This design comes from an exercise in tuning for small area on the open sky130 flow, not from production work. Where RTL was checked, it was by simulation tests only, not by an equivalence proof against the original. For run 2, only the layout was checked, not whether the RTL still works. Power figures rest on the tool's default switching activity, not on a simulated workload.

==> design.v <==
module alu #(
	parameter INT_W =3,
	parameter FRAC_W = 5,
	parameter INST_W = 3,
	parameter DATA_W = INT_W + FRAC_W
)(
	input 				i_clk,
	input 				i_rst_n,
	input				i_valid,
	input signed	[DATA_W-1:0]	i_data_a,
	input signed	[DATA_W-1:0]	i_data_b,
	input		[INST_W-1:0]	i_inst,
	output				o_valid,
	output		[DATA_W-1:0] 	o_data
);
localparam ADD = 3'b000;
localparam SUB = 3'b001;
localparam MULTI = 3'b010;
localparam NAND = 3'b011;
localparam XNOR = 3'b100;
localparam SIGMOID = 3'b101;
localparam R_CIRCULAR_SHIFT = 3'b110;
localparam MIN = 3'b111;
localparam ROUND_DOWN = 1'b0;
localparam ROUND = 1'b1;
reg [DATA_W:0]	o_data_w, o_data_r;
reg	   	o_valid_w, o_valid_r;
assign o_valid = o_valid_r;
assign o_data = o_data_r;
always@(*) begin
	o_data_w = o_data_r;
	if(i_valid) begin
		case(i_inst)
			ADD: 
				o_data_w = arithmetic(i_data_a, i_data_b, ADD);
			SUB: 
				o_data_w = arithmetic(i_data_a, i_data_b, SUB);
			MULTI: 
				o_data_w = multi(i_data_a, i_data_b, ROUND);
			NAND: 
				o_data_w = ~(i_data_a & i_data_b);
			XNOR:
				o_data_w = ~(i_data_a ^ i_data_b);
			SIGMOID: 
				o_data_w = sigmoid(i_data_a);
			R_CIRCULAR_SHIFT: 
				o_data_w = rotate_R(i_data_a, i_data_b);
			MIN: 
				o_data_w = (i_data_a < i_data_b) ? i_data_a : i_data_b;
		endcase
		o_valid_w = 1'b1;
	end
	else
		o_valid_w = 1'b0;
end
always@(posedge i_clk or negedge i_rst_n) begin
	if(!i_rst_n) begin
		o_data_r <= 0;
		o_valid_r <= 0;
	end else begin
		o_data_r <= o_data_w;
		o_valid_r <= o_valid_w;
	end
end
function [DATA_W-1:0] arithmetic;
	input signed [DATA_W-1:0] 	i_data_a, i_data_b;
	input 				minus;
	reg   	     [DATA_W:0]		temp;
	begin
		if (minus)
			temp = i_data_a - i_data_b;
		else
			temp = i_data_a + i_data_b;
		arithmetic = (temp[DATA_W:DATA_W-1] == 2'b00 || temp[DATA_W:DATA_W-1] == 2'b11) ? temp[DATA_W-1:0] : {temp[DATA_W],{(DATA_W-1){!temp[DATA_W]}}};
	end
endfunction
function [DATA_W-1:0] multi;
	input signed [DATA_W-1:0] 	i_data_a, i_data_b;
	input 				round;
	reg				carry;
	reg				ovf;
	reg   	     [DATA_W-1:0]	temp;
	reg   signed [2*DATA_W-1:0] 	result; 
	begin
		result = i_data_a * i_data_b;
		ovf = (|result[2*DATA_W-1:DATA_W+FRAC_W-1]) && !(&result[2*DATA_W-1:DATA_W+FRAC_W-1]);
		if (round) begin
			carry = result[DATA_W*2-1] ? (result[FRAC_W-1] & (|result[FRAC_W-2:0])) : result[FRAC_W-1];
			temp = result[DATA_W+FRAC_W-1:FRAC_W] + carry;
			multi = (!ovf && !(!result[DATA_W*2-1] && temp[DATA_W-1])) ? 
				temp : {result[DATA_W*2-1],{(DATA_W-1){!result[DATA_W*2-1]}}};
		end
		else
			multi = !ovf ? 
				result[DATA_W+FRAC_W-1:FRAC_W]  : {result[DATA_W*2-1],{(DATA_W-1){!result[DATA_W*2-1]}}};
	end
endfunction
function [DATA_W-1:0] sigmoid;
	input signed [DATA_W-1:0]  	i_data_a;
	begin
		if (!i_data_a[DATA_W-1] && i_data_a >= 8'b01000000)
			sigmoid = 8'b00100000;
		else if (i_data_a[DATA_W-1] && (i_data_a[DATA_W-2:0] <= 7'b1000000))
			sigmoid = 8'b00000000;
		else
			sigmoid = multi(8'b00001000 , (i_data_a-8'b11000000), ROUND_DOWN);
	end
endfunction
function [DATA_W-1:0] rotate_R;
	input 	[DATA_W-1:0] 	i_data_a, i_data_b;
	reg 	[2:0] 		shift;
	begin
		shift = i_data_b[2:0];
		rotate_R = ({i_data_a, i_data_a} >> shift);
	end
endfunction
endmodule
==> run.sh <==
#!/bin/bash
# synth_recipe.tcl (not shown) runs the flow's synth.tcl, then flattens the netlist and writes it again
# the make line also repeats each setting of config.mk as NAME=value (left out here)
make -C /OpenROAD-flow-scripts/flow DESIGN_CONFIG=/design/flow/config.mk WORK_HOME=/design/flow/orfs CLKGATE_MAP_FILE= SYNTH_SCRIPT=/design/flow/synth_recipe.tcl finish
==> config.mk <==
export PLATFORM = sky130hd
export DESIGN_NAME = alu
export DESIGN_NICKNAME = alu
export VERILOG_FILES = /design/flow/design.v
export SDC_FILE = /design/flow/constraint.sdc
export NUM_CORES = 8
export LEC_CHECK = 0
export CAP_MARGIN = 20
export CORE_MARGIN = 2
export CORE_UTILIZATION = 40
export SLEW_MARGIN = 20
==> constraint.sdc <==
create_clock -name core_clock -period 7.0 [get_ports {i_clk}]
set_input_delay 1.4000 -clock core_clock [delete_from_list [all_inputs] [get_ports {i_clk}]]
set_output_delay 1.4000 -clock core_clock [all_outputs]
set_load 0.01 [all_outputs]
==> results of run 1 <==
==> through the flow <==
step / instance area (µm²) / power [µW] / instances
after global routing: 6256 / 2353 / 873
after CTS: 6108 / 2071 / 869
after global placement: 6013 / 1894 / 865
after floorplan: 5036 / 1335 / 616
final: 6256 / 2133 / 873
after detailed placement: 6013 / 1930 / 865
==> layer usage <==
| metal | vias up | routed length, µm |
|---|---|---|
| met2 | 138 | 7499 |
| met1 | 2375 | 6619 |
| met4 | 0 | 378 |
| met3 | 25 | 795 |
| li1 | 2270 | - |
| met5 | - | 0 |
==> what timing repair did <==
action                     in CTS  in global routing
setup endpoints to repair       6                  8
buffers inserted                0                  4
pin swaps                       3                 12
gates cloned                    0                  0
resized for setup               9                 38
hold endpoints to repair        0                  0
==> logic make-up (layout without fill, tap and decap cells) <==
group                    count (synthesis)  in the layout
adder cells (fa/ha/maj)                105            105
buffers and inverters                  138            227
multiplexers                            29             29
AND/OR/NAND/NOR                        178            178
flip-flops                               9              9
XOR/XNOR                                28             28
AO/OA/AOI/OAI                          129            129
==> power by group through the flow <==
stage	clock (µW)	sequential, µW	combinational, µW
2_1_floorplan	0	92.9	1240
3_3_place_gp	0	83.0	1810
3_5_place_dp	0	84.2	1850
4_1_cts	102	83.6	1890
5_1_grt	104	86.0	2160
6_report	100	83.5	1950
==> state kept, by name, summed over array words and instances, names as in the netlist <==
| name | count |
|---|---|
| o_data_r | 8 |
| o_valid_r | 1 |
==> worst reg2reg max path: cells and delay by family, from the launching register on <==
kind	cells	cell delay, ns
flip-flops	1	0.37
AND/OR/NAND/NOR	1	0.09
AO/OA/AOI/OAI	2	0.15
==> cells in the mapped netlist, types with 5 or more instances <==
cell type,n
ha_1,48
xor2_1,7
o21ai_0,18
o211ai_1,17
and2_1,27
a211oi_1,5
a31oi_1,6
nand2_1,29
nor2_1,61
xnor2_1,21
nand2b_1,9
a21o_1,6
dfrtp_1,9
a21oi_1,26
buf_2,6
mux4_2,10
mux2i_1,17
o221ai_1,7
nand3_1,16
nor3_1,9
fa_1,57
clkbuf_1,19
inv_1,108
==> cell type report <==
type,count,area (µm²)
fillers,1206,5856
well taps,168,210.2
multi-input cells,469,4373
inverters,110,412.9
clock buffers,4,78.83
flip-flops and latches,9,225.2
repair buffers,113,955.9
==> worst min-delay path by stage <==
stage	end	slack [ns]
6_report	o_data_r[2]	0.49
5_1_grt	o_data_r[5]	0.53
4_1_cts	o_data_r[2]	0.50
3_5_place_dp	o_data_r[2]	0.49
3_3_place_gp	o_data_r[2]	0.48
2_1_floorplan	o_data_r[2]	0.52
==> impl_metrics.toml, run 1 <==
[placement]
dp_hpwl_mm = 12.88
place.port_buffers = 30
dp_worst_setup_slack_ns = -0.4304
place_congestion = 0.9302

[yosys]
synth_warnings = 1
syn_nets = 743
netlist_area_mm2 = 0.005020
synth_top_family_by_area = "adder cells"
muxShareOfSynthArea_pct = 8.375
syn_avg_cell_area_um2 = 8.149
ys_seq_area_share_pct = 4.487
synthCells = 616
synth-adder-area-share_pct = 34.70
synth_area_leaders = "fa_1, ha_1, inv_1, nor2_1, dfrtp_1"
synth_seq_cells = 9
yosysTopAreaCell = "fa_1"
synth-simple-area-share_pct = 17.80
ys.flop_type = "dfrtp_1"
synth_xor_area_share_pct = 4.885
synth_compound_area_share_pct = 19.19
synth_edf_count = 0
ys_async_sr_fraction_pct = 100.0
netlist.area_leader.share_pct = 22.73
synth_cell_types = 74

[setup_path]
rr_worst_depth = 3
slowest_stage = "fa_1"
r2r_slack_ns = 6.26
cp-end-kind = "flip-flop"
cp.buffers_inverters = 8
cp.depth = 27
crit_path_start_kind = "input port"
critPathLaunch = "i_data_b[3]"
critical_path_class = "input port to flip-flop"
cp_common_cell = "inv_1"
crit_family = "adder cells"
cp-endpoint = "o_data_r[6]"
crit_fanout = 5
cp_data_required_time_ns = 7.10
crit_arrival_ns = 6.80
max_stage_delay_ns = 0.55
worstReg2RegEnd = "o_data_r[6]"
regToRegStartpoint = "o_data_r[6]"

[global_routing]
met2_usage_pct = 43.08
grt_antenna_before_repair = 0
grt_first_pass_wirelength_mm = 25.45
grt_overflow = 0
grt_pass1_vias = 5078
grt-busiest-layer = "met2"
grt_use_met1_pct = 30.54
grt_start_max_net_pins = 24
grt.met3_usage_pct = 3.556
grt_usage_pct = 24.17

[power_and_ir_drop]
p_per_area_mw_per_mm2 = 341.0
p_sw_share_pct = 50.46
vdd_drop_max_mv = 0.2401
p_int_uw = 1057
p_switching_uw = 1076
p_seq_share_pct = 3.9
pwr-share-clk_pct = 4.7
p_leak_uw = 0.003007
combPwrFrac_pct = 91.4

[timing]
worst_pin_slew_ns = 0.7813
finalSetupViolCount = 0
min_period_ns = 6.697
skew_ns = 0
hold_violations = 0
worst_hold_slack_ns = 0.4937
timing.fmax_mhz = 149.3
fin_ws_ns = 0.3033
fin_setup_tns_ns = 0
rsz0062_at_grt = "no"
relSlewSlack_pct = 47.75
slew_violations = 0
post-route-period-util_pct = 95.67

[detailed_routing]
dr.pass1.iters = 5
avgViaCountPerCell = 5.507
drc_errors = 0
dr_total_vias = 4808
post_drt_wl_per_cell_um = 17.52
drt-total-wl_mm = 15.29
drt-initial-drc-count = 333
antenna_left = 0

[clock_network]
tritoncts = "yes"
clk_latency_ns = 0.24
ctsHoldBuffers = 0
clk_pin_slew_ns = 0.04
root_buffer = "clkbuf_16"
clock-sinks = 9
cts.htree.levels = 1
clock_path_buffers = 2
numCtsBuffers = 3

[floorplan]
die_h_um = 116.0
rows = 40
die_w_um = 116.0
initial_core_util_pct = 41.45
core_area_mm2 = 0.01211
io_pins = 31
die_area_mm2 = 0.01346

[job]
cap_violations = 0

[finish]
num_antenna_cells = 0
layout_common_cells = "inv_1, buf_4, fa_1"
nNetsFinal = 833
final_util_pct = 51.65
final_common_cell = "inv_1"
drive_above_1_share_pct = 20.00
areaGrowthSynthToFinish_pct = 24.63

[run_status]
status = "finished clean"

[min_path]
hp-class = "flip-flop to flip-flop"
hp-start = "o_data_r[2]"
hold_depth = 2
==> run 2: changes to the inputs <==
==> design.v (replaced) <==
module alu (
	input			i_clk,
	input			i_rst_n,
	input			i_valid,
	input	signed	[7:0]	i_data_a,
	input	signed	[7:0]	i_data_b,
	input		[2:0]	i_inst,
	output			o_valid,
	output		[7:0]	o_data
);
reg		o_valid_r;
reg	[7:0]	o_data_r;
reg	[7:0]	res;
assign o_valid = o_valid_r;
assign o_data  = o_data_r;
wire [7:0] a = i_data_a;
wire [7:0] b = i_data_b;
wire       sub = i_inst[0];
wire [8:0] s   = {a[7], a} + ({b[7], b} ^ {9{sub}}) + sub;
wire [7:0] as_res = (s[8] ^ s[7]) ? {s[8], {7{~s[8]}}} : s[7:0];
wire [7:0] min_res = s[8] ? a : b;
wire signed [15:0] prod = $signed(a) * $signed(b);
wire [15:0] pr = prod + 16'd15 + {15'd0, ~(a[7] ^ b[7])};
wire       movf = !((pr[15:12] == 4'b0000) || (pr[15:12] == 4'b1111));
wire [7:0] mul_res = movf ? {pr[15], {7{~pr[15]}}} : pr[12:5];
wire       sg_hi  = ~a[7] & a[6];
wire       sg_mid = ~(a[7] ^ a[6]);
wire [7:0] sig_res = {2'b00, sg_hi, sg_mid & ~a[6], a[5:2] & {4{sg_mid}}};
wire [15:0] rr = {a, a} >> b[2:0];
wire [7:0] ror_res = rr[7:0];
always @(*) begin
	case (i_inst)
		3'd0, 3'd1: res = as_res;
		3'd2: res = mul_res;
		3'd3: res = ~(a & b);
		3'd4: res = ~(a ^ b);
		3'd5: res = sig_res;
		3'd6: res = ror_res;
		default: res = min_res;
	endcase
end
always @(posedge i_clk or negedge i_rst_n) begin
	if (!i_rst_n)
		o_valid_r <= 1'b0;
	else
		o_valid_r <= i_valid;
end
always @(posedge i_clk)
	o_data_r <= res;
endmodule
--- a/config.mk
+++ b/config.mk
@@ -5,7 +5,8 @@
 export SDC_FILE = /design/flow/constraint.sdc
 export NUM_CORES = 8
 export LEC_CHECK = 0
+export ABC_AREA = 1
 export CAP_MARGIN = 20
 export CORE_MARGIN = 2
-export CORE_UTILIZATION = 40
+export CORE_UTILIZATION = 55
 export SLEW_MARGIN = 20
==> run 2 against run 1 <==
Compared with the run above:
- worst hold slack improved by 0.82 ns
- combinational power is 22% lower
- critical endpoint is now o_data_r[1]
- critical path depth down 6
- die area shrank 33%
- first-iteration DRC count fell by 42%
==> impl_metrics.toml, run 2 <==
[yosys]
synth_warnings = 1
synth_top_cells_by_count = "nand2_1, inv_1, fa_1"
ys_seq_area_share_pct = 4.056
yosysMostFrequentCell = "nand2_1"
netlist_area_mm2 = 0.004566
yosysTopAreaCell = "fa_1"
ys_async_sr_fraction_pct = 11.11
synth_area_leaders = "fa_1, nand2_1, inv_1, ha_1, nand3_1"
synth_cell_types = 40
synthCells = 698
ys.flop_type = "dfxtp_1"
synth_edf_count = 0
syn_avg_cell_area_um2 = 6.541
synth_seq_cells = 9
syn_nets = 824
netlist.area_leader.share_pct = 25.43

[timing]
relSlewSlack_pct = 47.84
worst_hold_slack_ns = 1.318
min_period_ns = 6.361
slew_violations = 0
rsz0062_at_grt = "no"
fin_setup_tns_ns = 0
post-route-period-util_pct = 90.87
timing.fmax_mhz = 157.2
fin_ws_ns = 0.6394
hold_violations = 0
worst_pin_slew_ns = 0.7753
finalSetupViolCount = 0

[clock_network]
root_buffer = "clkbuf_8"
numCtsBuffers = 3
ctsHoldBuffers = 0
clk_pin_slew_ns = 0.04
cts.htree.levels = 1
postCtsSetupBuffers = 0
ctsResizeCount = 0
tritoncts = "yes"
clock_path_buffers = 2
clock-sinks = 9

[finish]
regMostFlops = "o_data_r"
num_antenna_cells = 0
final_util_pct = 62.01
fill_cells = 809
areaGrowthSynthToFinish_pct = 10.47
largest_registers = "o_data_r x8, o_valid_r x1"
largest_reg_flops = 8
layout_common_cells = "nand2_1, inv_1, fa_1"
drive_above_1_share_pct = 6.483
finalNonFillerCells = 830
final_common_cell = "nand2_1"
nNetsFinal = 852

[global_routing]
grt_antenna_before_repair = 0
grt_first_pass_wirelength_mm = 21.05
grt_pass1_vias = 4379
grt_usage_pct = 30.02
grt_overflow = 0
grt_start_max_net_pins = 17

[floorplan]
die_w_um = 95.11
die_area_mm2 = 0.009046
core_area_mm2 = 0.008134
io_pins = 31
die_h_um = 95.11
rows = 33
initial_core_util_pct = 56.13

[placement]
dp_worst_setup_slack_ns = 0.4342
place.port_buffers = 30
place_congestion = 0.9514
placedCellCount = 826
dp_hpwl_mm = 10.53

[detailed_routing]
dr.pass1.iters = 5
antenna_left = 0
drt-total-wl_mm = 12.21
dr_total_vias = 4277
drt-initial-drc-count = 193
drc_errors = 0
post_drt_wl_per_cell_um = 14.71
avgViaCountPerCell = 5.153

[setup_path]
crit_path_start_kind = "input port"
cp-end-kind = "flip-flop"
cp_data_required_time_ns = 7.10
critical_path_class = "input port to flip-flop"
crit_fanout = 13
crit_arrival_ns = 6.46

[power_and_ir_drop]
p_per_area_mw_per_mm2 = 332.3
vdd_drop_max_mv = 0.4543
p_leak_uw = 0.002903

[run_status]
status = "finished clean"

[min_path]
hp-class = "input port to asynchronous set/reset pin"

[job]
cap_violations = 0
==> run 2: changes by cell type in the layout (fill, tap and decap cells not counted), sizes merged, moves of 12 or more <==
cell	change
nand2	+175
inv	+76
buf	-72
nor2	-40
and2	-28
nand3	+28
mux2i	-17
clkdlybuf4s50	+16
dlymetal6s2s	-12
o211ai	-12
==> run 2: metal layers <==
metal | part of all wire (%) | wire [µm] | global-route usage, % | vias to the layer above
met3 | 4.6 | 563 | 1.581 | 19
met5 | 0 | 0 | 0 | -
met2 | 46 | 5661 | 50.12 | 122
met1 | 46 | 5668 | 41.88 | 1974
li1 | - | - | - | 2162
met4 | 2.6 | 320 | 9.541 | 0
==> run 2: stage by stage <==
step | power, µW | area (µm²)
2_1_floorplan | 1234 | 4566
3_3_place_gp | 1577 | 4999
3_5_place_dp | 1609 | 4999
4_1_cts | 1683 | 5044
5_1_grt | 1917 | 5044
6_report | 1676 | 5044
==> run 2: cells by family (layout without fill, tap and decap cells) <==
group	after synthesis	count (layout)	synth area share [%]
simple gates	286	286	26.58
buf+inv	204	231	17.07
fa+ha+maj	104	104	38.04
compound gates	70	70	9.427
xor+xnor	24	24	4.604
flops	9	9	4.056
mux	1	1	0.2192
==> run 2: power by group <==
part	internal (µW)	leakage [µW]	total [µW]	switching, µW
Clock	39.8	0.0000228	61.4	21.6
Combinational	567	0.00280	1530	966
Sequential	73.1	0.0000790	82.4	9.31
==> run 2: worst max-delay path, stage by stage <==
cell and delay [ns]:
clkdlybuf4s50_1 0.80, nand2_1 0.23, fa_1 0.71, inv_1 0.11, fa_1 0.51, inv_1 0.05, fa_1 0.51, inv_1 0.06
fa_1 0.50, ha_1 0.38, inv_1 0.10, nor3_2 0.22, nand3_1 0.10, nand2_1 0.12, inv_1 0.07, nand2_1 0.06
nand2_1 0.04, nand2_1 0.18, nand3_1 0.12, nand2_1 0.09, nand3_1 0.08
==> run 2: cell type report <==
type	instances	area (µm²)	share of cell area (%)
sequential	9	185.2	3.672
timing repair buffer	41	382.9	7.591
tap	105	131.4	2.605
inverter	186	698.2	13.84
multi-input combinational	485	3601	71.40
clock buffer	4	45.04	0.8931
==> run 2: how the worst max path moves through the flow <==
stage                            from           to  slack (ns)  cells after the start
after global routing      i_data_a[7]  o_data_r[2]        0.23                     20
after detailed placement  i_data_a[7]  o_data_r[1]        0.43                     21
final                     i_data_a[7]  o_data_r[1]        0.64                     21
after global placement    i_data_a[7]  o_data_r[4]        0.60                     21
after CTS                 i_data_a[7]  o_data_r[1]        0.66                     21
after floorplan           i_data_b[2]  o_data_r[2]        1.48                     21
==> run 3: changes to the inputs <==
--- a/design.v
+++ b/design.v
@@ -19,7 +19,7 @@
 wire [8:0] s   = {a[7], a} + ({b[7], b} ^ {9{sub}}) + sub;
 wire [7:0] as_res = (s[8] ^ s[7]) ? {s[8], {7{~s[8]}}} : s[7:0];
 wire [7:0] min_res = s[8] ? a : b;
-wire signed [15:0] prod = $signed(a) * $signed(b);
+wire signed [15:0] prod = i_data_a * i_data_b;
 wire [15:0] pr = prod + 16'd15 + {15'd0, ~(a[7] ^ b[7])};
 wire       movf = !((pr[15:12] == 4'b0000) || (pr[15:12] == 4'b1111));
 wire [7:0] mul_res = movf ? {pr[15], {7{~pr[15]}}} : pr[12:5];
==> run 3 against run 2 <==
Compared with the run above:
- fmax did not move
- still clean
- largest power group unchanged
- global-route usage did not move
- sequential cell count did not move
- power did not move
- area after synthesis did not move
==> impl_metrics.toml, run 3 <==
[detailed_routing]
antenna_left = 0
post_drt_wl_per_cell_um = 14.71
drc_errors = 0
drt-initial-drc-count = 193
dr.pass1.iters = 5
avgViaCountPerCell = 5.153
dr_total_vias = 4277
drt-total-wl_mm = 12.21

[yosys]
netlist_area_mm2 = 0.004566
yosysTopAreaCell = "fa_1"
synth_seq_cells = 9
ys_async_sr_fraction_pct = 11.11
yosysMostFrequentCell = "nand2_1"
synth_cell_types = 40
ys.flop_type = "dfxtp_1"
synth_warnings = 1
netlist.area_leader.share_pct = 25.43
ys_seq_area_share_pct = 4.056
synth_top_cells_by_count = "nand2_1, inv_1, fa_1"
synth_area_leaders = "fa_1, nand2_1, inv_1, ha_1, nand3_1"
synth_edf_count = 0
syn_nets = 824
syn_avg_cell_area_um2 = 6.541
synthCells = 698

[placement]
dpl_cell_area_mm2 = 0.004999
dp_hpwl_mm = 10.53
place_congestion = 0.9514
place.port_buffers = 30

[clock_network]
clk_pin_slew_ns = 0.04
clock-sinks = 9
tritoncts = "yes"
root_buffer = "clkbuf_8"
clock_path_buffers = 2
ctsHoldBuffers = 0
numCtsBuffers = 3
ctsResizeCount = 0
postCtsSetupBuffers = 0
cts.htree.levels = 1

[timing]
fin_setup_tns_ns = 0
finalSetupViolCount = 0
worst_pin_slew_ns = 0.7753
slew_violations = 0
rsz0062_at_grt = "no"
post-route-period-util_pct = 90.87
timing.fmax_mhz = 157.2
worst_hold_slack_ns = 1.318
relSlewSlack_pct = 47.84
hold_violations = 0
min_period_ns = 6.361

[finish]
areaGrowthSynthToFinish_pct = 10.47
fin_area_mm2 = 0.005044
regMostFlops = "o_data_r"
final_common_cell = "nand2_1"
num_antenna_cells = 0
drive_above_1_share_pct = 6.483
nNetsFinal = 852
layout_common_cells = "nand2_1, inv_1, fa_1"
largest_registers = "o_data_r x8, o_valid_r x1"
largest_reg_flops = 8

[global_routing]
grt_overflow = 0
grt_pass1_vias = 4379
grt_usage_pct = 30.02
grt_antenna_before_repair = 0
grt_first_pass_wirelength_mm = 21.05
grt_start_max_net_pins = 17

[power_and_ir_drop]
p_per_area_mw_per_mm2 = 332.3
p_leak_uw = 0.002903
vdd_drop_max_mv = 0.4543

[setup_path]
cp-end-kind = "flip-flop"
crit_arrival_ns = 6.46
critical_path_class = "input port to flip-flop"
cp_data_required_time_ns = 7.10
crit_fanout = 13
crit_path_start_kind = "input port"

[floorplan]
initial_core_util_pct = 56.13
core_area_mm2 = 0.008134
die_w_um = 95.11
die_h_um = 95.11
rows = 33
die_area_mm2 = 0.009046
io_pins = 31

[run_status]
status = "finished clean"

[min_path]
hp-class = "input port to asynchronous set/reset pin"

[job]
cap_violations = 0
run 3: cell counts after synthesis:
No cell type changed its count.
run 3: routing by layer:
| metal | global-route usage (%) | wire length (µm) | share of wire [%] |
|---|---|---|---|
| met5 | 0 | 0 | 0 |
| met3 | 1.581 | 563 | 4.6 |
| met1 | 41.88 | 5668 | 46 |
| met4 | 9.541 | 320 | 2.6 |
| met2 | 50.12 | 5661 | 46 |
run 3: worst paths after layout:
path	from	end	slack (ns)	cells after the start
max in group asynchronous	i_rst_n	o_valid_r	5.58	1
min	i_rst_n	o_valid_r	1.32	1
max	i_data_a[7]	o_data_r[1]	0.64	21
min in group core_clock	i_valid	o_valid_r	1.65	1
run 3: power breakdown:
group          internal, µW  switching (µW)  total (µW)
Sequential             73.1            9.31        82.4
Combinational           567             966        1530
Clock                  39.8            21.6        61.4
Total                   679             997        1680
run 3: cells by family after synthesis:
kind of cell	count (synthesis)	share of synthesized area, %
fa+ha+maj	104	38.04
xor+xnor	24	4.604
mux	1	0.2192
simple gates	286	26.58
flops	9	4.056
buf+inv	204	17.07
compound gates	70	9.427
run 3: stage by stage:
stage	cells	util, %	total power (µW)	setup WS [ns]
global placement	826	61.45	1577	0.6022
finish	830	62.01	1676	0.6394
CTS	830	62.01	1683	0.6586
floorplan	698	-	1234	1.484
global route	830	62.01	1917	0.2255
detailed placement	826	61.45	1609	0.4342
run 3: cell type report:
cell class | instances | area [µm²]
multi-input combinational | 485 | 3601
fill | 809 | 3090
inverter | 186 | 698.2
timing repair buffer | 41 | 382.9
sequential | 9 | 185.2
tap | 105 | 131.4
clock buffer | 4 | 45.04
run 3: critical path, stage by stage:
cell,delay [ns]
clkdlybuf4s50_1,0.80
nand2_1,0.23
fa_1,0.71
inv_1,0.11
fa_1,0.51
inv_1,0.05
fa_1,0.51
inv_1,0.06
fa_1,0.50
ha_1,0.38
inv_1,0.10
nor3_2,0.22
nand3_1,0.10
nand2_1,0.12
inv_1,0.07
nand2_1,0.06
nand2_1,0.04
nand2_1,0.18
nand3_1,0.12
nand2_1,0.09
nand3_1,0.08

[re-timing with driven ports]
The flow's constraints put no driver on any port. The routed layouts listed below were extracted and timed again, unchanged, in two steps.
Step 1 (the two cells are an assumption about what drives the block):
set clk [get_ports {i_clk}]
set_driving_cell -lib_cell sky130_fd_sc_hd__clkbuf_16 $clk
set_driving_cell -lib_cell sky130_fd_sc_hd__buf_2 [delete_from_list [all_inputs] $clk]
Step 2 moves the port delays by t, midway between the first and last clock arrival at a register: inputs arrive t later, outputs are due t later. That takes back most of the time a late clock gives input paths.
a / b / c = no drivers / after step 1 / after step 2; a / b = the first two.
run	t (ns)	setup WS [ns]	worst setup path after step 2	slew at the worst register clock pin (ns)	cell pins on the clock port's net
run 1	0.262	0.303 / 0.313 / 0.051	input to register	0.04 / 0.04	1
run 2	0.257	0.639 / 0.642 / 0.385	input to register	0.05 / 0.05	1
run 3	0.257	0.639 / 0.642 / 0.385	input to register	0.05 / 0.05	1
After both steps every run listed still meets setup and hold.
